This design comes from an exercise in tuning for a short achievable clock period and few clock cycles per item on the open sky130 flow, not from production work.
In this exercise RTL edits were held to simulation tests only and were not proved equivalent to the original.
No activity file was given, so power comes from the tool's default toggle rates.

### design/flow/run.sh
#!/bin/bash
# synth_recipe.tcl (not shown) runs the flow's synth.tcl, then flattens the netlist and writes it again
# the make line also repeats each setting of config.mk as NAME=value (left out here)
make -C /OpenROAD-flow-scripts/flow DESIGN_CONFIG=/design/flow/config.mk WORK_HOME=/design/flow/orfs CLKGATE_MAP_FILE= SYNTH_SCRIPT=/design/flow/synth_recipe.tcl finish
### design/flow/design.v
`timescale 1ns / 1ps
module divider
    #(
        parameter WIDTH = 32,
        parameter CBIT = 5
    )
    (
    clk,
    rst,
    enable,
    dividend,
    divisor,
    quotient, 
    remainder,
    dout_vld
    );
    input               clk;
    input               rst;
    input               enable;
    input   [WIDTH-1:0] dividend;
    input   [WIDTH-1:0] divisor;
    output  [WIDTH-1:0] quotient;
    output  [WIDTH-1:0] remainder;
    output              dout_vld;
    reg     [WIDTH-1:0] divisor_reg;
    reg     [WIDTH-1:0] quotient;
    reg     [WIDTH-1:0] remainder;
    wire    [WIDTH:0]   sub_result;
    reg     [CBIT-1:0]  cnt;
    reg                 dout_vld;
    reg                 active;
    assign sub_result = {remainder[WIDTH-2:0],quotient[WIDTH-1]} - divisor_reg;
    always @(posedge clk or negedge rst) begin
        if(!rst) begin
            quotient        <= 'd0;
            remainder       <= 'd0;
            divisor_reg     <= 'd0;          
        end  
        else if(enable && active) begin
            if(sub_result[WIDTH]==0) begin
                remainder   <= sub_result[WIDTH-1:0];
                quotient    <= {quotient[WIDTH-2:0],1'b1};
            end
            else begin
                remainder   <= {remainder[WIDTH-2:0],quotient[WIDTH-1]};
                quotient    <= {quotient[WIDTH-2:0],1'b0};
            end 
        end
        else begin
            quotient        <= dividend;
            remainder       <= 'd0;
            divisor_reg     <= divisor;
        end
    end
    always @(posedge clk or negedge rst) begin
        if(!rst) begin
            cnt         <= 'd0;
            active      <= 1'b0;    
            dout_vld    <= 1'b0;
        end
        else if(enable && active) begin
            if(cnt == WIDTH-1) begin
                cnt         <= 'd0;
                active      <= 1'b0;
                dout_vld    <= 1'b1;
            end 
            else begin
                cnt         <= cnt + 1'b1;
            end
        end
        else begin
            cnt             <= 'd0;
            active          <= 1'b1;
            dout_vld        <= 1'b0;
        end 
    end
endmodule
### design/flow/constraint.sdc
create_clock -name core_clock -period 5.0 [get_ports {clk}]
set_input_delay 1.0000 -clock core_clock [delete_from_list [all_inputs] [get_ports {clk}]]
set_output_delay 1.0000 -clock core_clock [all_outputs]
set_load 0.01 [all_outputs]
### design/flow/config.mk
export PLATFORM = sky130hd
export DESIGN_NAME = divider
export DESIGN_NICKNAME = divider
export VERILOG_FILES = /design/flow/design.v
export SDC_FILE = /design/flow/constraint.sdc
export NUM_CORES = 4
export LEC_CHECK = 0
export CAP_MARGIN = 20
export CORE_MARGIN = 2
export CORE_UTILIZATION = 40
export SLEW_MARGIN = 20
==> results.txt <==
Setup TNS=0 ps; Synth top area share=0.4520; antenna viol nets, final=0; Pwr Density=268.5 mW/mm²; Rel. slew slack=0.3664; Worst EP arrival=3850 ps; CTS max path bufs=2; sw frac=0.2609; main flop type after synthesis=dfrtp_1; Post-CTS Setup Repair Bufs=0; Fin Clk Skew=8.982 ps; # Max-Cap Violations=0; Synth cell types=51; internal cell power=1.483 mW; leakage=3.509 nW; gr ovfl total=0; Critical Path End Type=flop; Post-Syn Nets=741; Hold Crit Class=reg2reg; worst setup path category=reg2reg; Die W=123.4 µm; P&R area growth vs syn=31.02%; fraction of layout cells with a size suffix above 1=0.04856; crit share post-route=0.7304; Mapped Cells=639; #FFs+latches synth=103; drt drc=0; post-synth top area cell=dfrtp_1; CTS buffer count=9; DR vias=4658; RSZ-0062 raised after global routing=no; synthesized area per cell=8.925 µm²; gr usage total=0.1841; initial drt markers=167; Gate power share=0.169; final setup vio count=0; die span in y=123.4 µm; Layout fillers=1329; most frequent cells in the layout=148 x nand2_1, 130 x clkdlybuf4s50_1, 103 x dfrtp_1; pre-CTS setup slack=1323 ps; I/O pins=132; count of pins over their slew limit=0; critical path required time=5200 ps; Clock transition at path regs=70 ps; ys async rst share=1.000; initial antenna violation count=0; Worst-Skew Late Latency=350 ps; starting density of the core=0.4109; Switch Pwr=0.5235 mW; pin count of the biggest net entering global routing=95; vias in the first global route=4676; main area contributors after synthesis=dfrtp_1 45%, nand2_1 9.8%, ha_1 7.5%, mux2i_1 3.9%, o21ai_0 3.9%; clock power share=0.380; Final WS setup=1348 ps; Seq/Total Area, Yosys=0.4520; sequential power share=0.450; GP Congestion=0.8663; fin crit period=3652 ps; CTS tree=yes; Core ar.=0.01388 mm²; Tightest Pin Transition=950.5 ps; Max IR drop VDD=171.3 µV; EDFF count, synth=0; first-pass GRT wire length=22.19 mm; status=finished clean; Netlist Area Pre-Place=0.005703 mm²; most common cell after layout, fill and taps aside=nand2_1; routed vias/inst=4.945; Hold Vio Cnt, Final=0; routed len/inst=14.10 µm; total wire length=13.28 mm; H-tree lvl count=3; post_cts resized=0; worst hold slack=475.0 ps; yosys warns=1; die area=0.01523 mm²; row count=43; diode count=0; Clock Sinks=103; PortBufs=131; Post-DP HPWL=9.679 mm; CP max FO=28; Max Freq=273.8 MHz; drt pass-1 iters=4; Hold Buf Count CTS=0; root buf cell=clkbuf_16; Worst Setup Start Kind=flop; Post-layout nets=859
[routing by layer]
layer / vias up / wire [µm] / global-route usage
met5: - / 0 / 0
met4: 0 / 182 / 0.05540
met3: 12 / 1045 / 0.06273
met2: 107 / 5693 / 0.2782
met1: 2168 / 6359 / 0.2500
li1: 2371 / - / -
[power groups by stage]
stage	combinational, mW	clock, mW	sequential [mW]
floorplan	0.175	0	0.928
finish	0.340	0.763	0.904
global route	0.384	0.822	0.910
detailed placement	0.344	0	0.919
global placement	0.339	0	0.918
CTS	0.346	0.786	0.904
[cells in the mapped netlist (4+ instances only)]
master,n
a211oi_1,10
a21o_1,10
a21oi_1,36
and3_1,5
buf_2,4
clkbuf_1,20
dfrtp_1,103
ha_1,34
inv_1,43
mux2i_1,22
nand2_1,149
nand2b_1,4
nand3_1,5
nor2_1,49
nor2b_1,4
nor3_1,7
o21a_1,5
o21ai_0,44
o21bai_1,5
o22ai_1,4
o31ai_1,4
xnor2_1,16
xor2_1,13
[layout make-up]
| cell class | instances | area, µm² | area share |
|---|---|---|---|
| repair buffers | 135 | 1339 | 0.1792 |
| inverters | 43 | 161.4 | 0.02160 |
| clock inverters | 7 | 96.34 | 0.01289 |
| multi-input cells | 465 | 2848 | 0.3811 |
| clock buffers | 9 | 225.2 | 0.03014 |
| well taps | 180 | 225.2 | 0.03014 |
| flip-flops and latches | 103 | 2577 | 0.3449 |
[logic make-up after synthesis]
logic type / count (synthesis) / share of synthesized area
simple gates: 237 / 0.1724
fa+ha+maj: 35 / 0.07810
mux: 22 / 0.03861
flops: 103 / 0.4520
buf+inv: 71 / 0.05024
xor+xnor: 29 / 0.04454
compound gates: 142 / 0.1641
[metrics by stage]
stage	utilization	cells	power, mW	cell area [µm²]
finish	0.5383	942	2.006	7472
floorplan	-	639	1.103	5703
detailed placement	0.5151	926	1.263	7151
CTS	0.5383	942	2.036	7472
global placement	0.5151	926	1.257	7151
global route	0.5383	942	2.116	7472
[final timing paths]
check                                        from                          to  slack, ps  cells past startpoint
min in group asynchronous                     rst  divisor_reg[9]$_DFFE_PN0N_        790                      1
max reg2reg                quotient[31]$_DFF_PN0_     remainder[24]$_DFF_PN0_       1350                     14
max in group asynchronous                     rst            cnt[4]$_DFF_PN0_       3280                      2
min                        quotient[26]$_DFF_PN0_      quotient[27]$_DFF_PN0_        480                      2
max                        quotient[31]$_DFF_PN0_     remainder[24]$_DFF_PN0_       1350                     14
min reg2reg                quotient[26]$_DFF_PN0_      quotient[27]$_DFF_PN0_        480                      2
[critical path, cell delays in order, from the launching register on]
cell and delay [ps]:
dfrtp_1 380, inv_1 60, ha_1 220, fa_1 410, nor2b_1 180, o2111ai_1 160
a21oi_1 230, o21ai_1 170, a21oi_2 170, o21ai_1 120, o21bai_1 160, a21o_2 560
buf_4 390, mux2i_1 240, nor2_1 50
Testbench counts, summed over its fixed seeds: cycles 105,608, items 3,200.

port drivers added, routing unchanged:
Ports are ideal in the flow. The routed layout listed here was re-timed in OpenROAD. Step 1 assumes that a clkbuf_16 drives the clock port and a buf_2 every other input. Step 2 also shifts input and output timing later by t, the mid clock arrival at the registers, as if the neighbouring blocks saw the same clock. Slacks: ideal / step 1 / step 2; pairs: ideal / step 1.
t (ns): 0.387
slack for setup (ns): 1.348 / 1.348 / 1.348
worst register clock-pin slew, ns: 0.07 / 0.07
After both steps setup and hold are still met in this run. For this run, drivers alone change the setup slack by 0.000 ns; drivers and shift together by 0.000 ns.
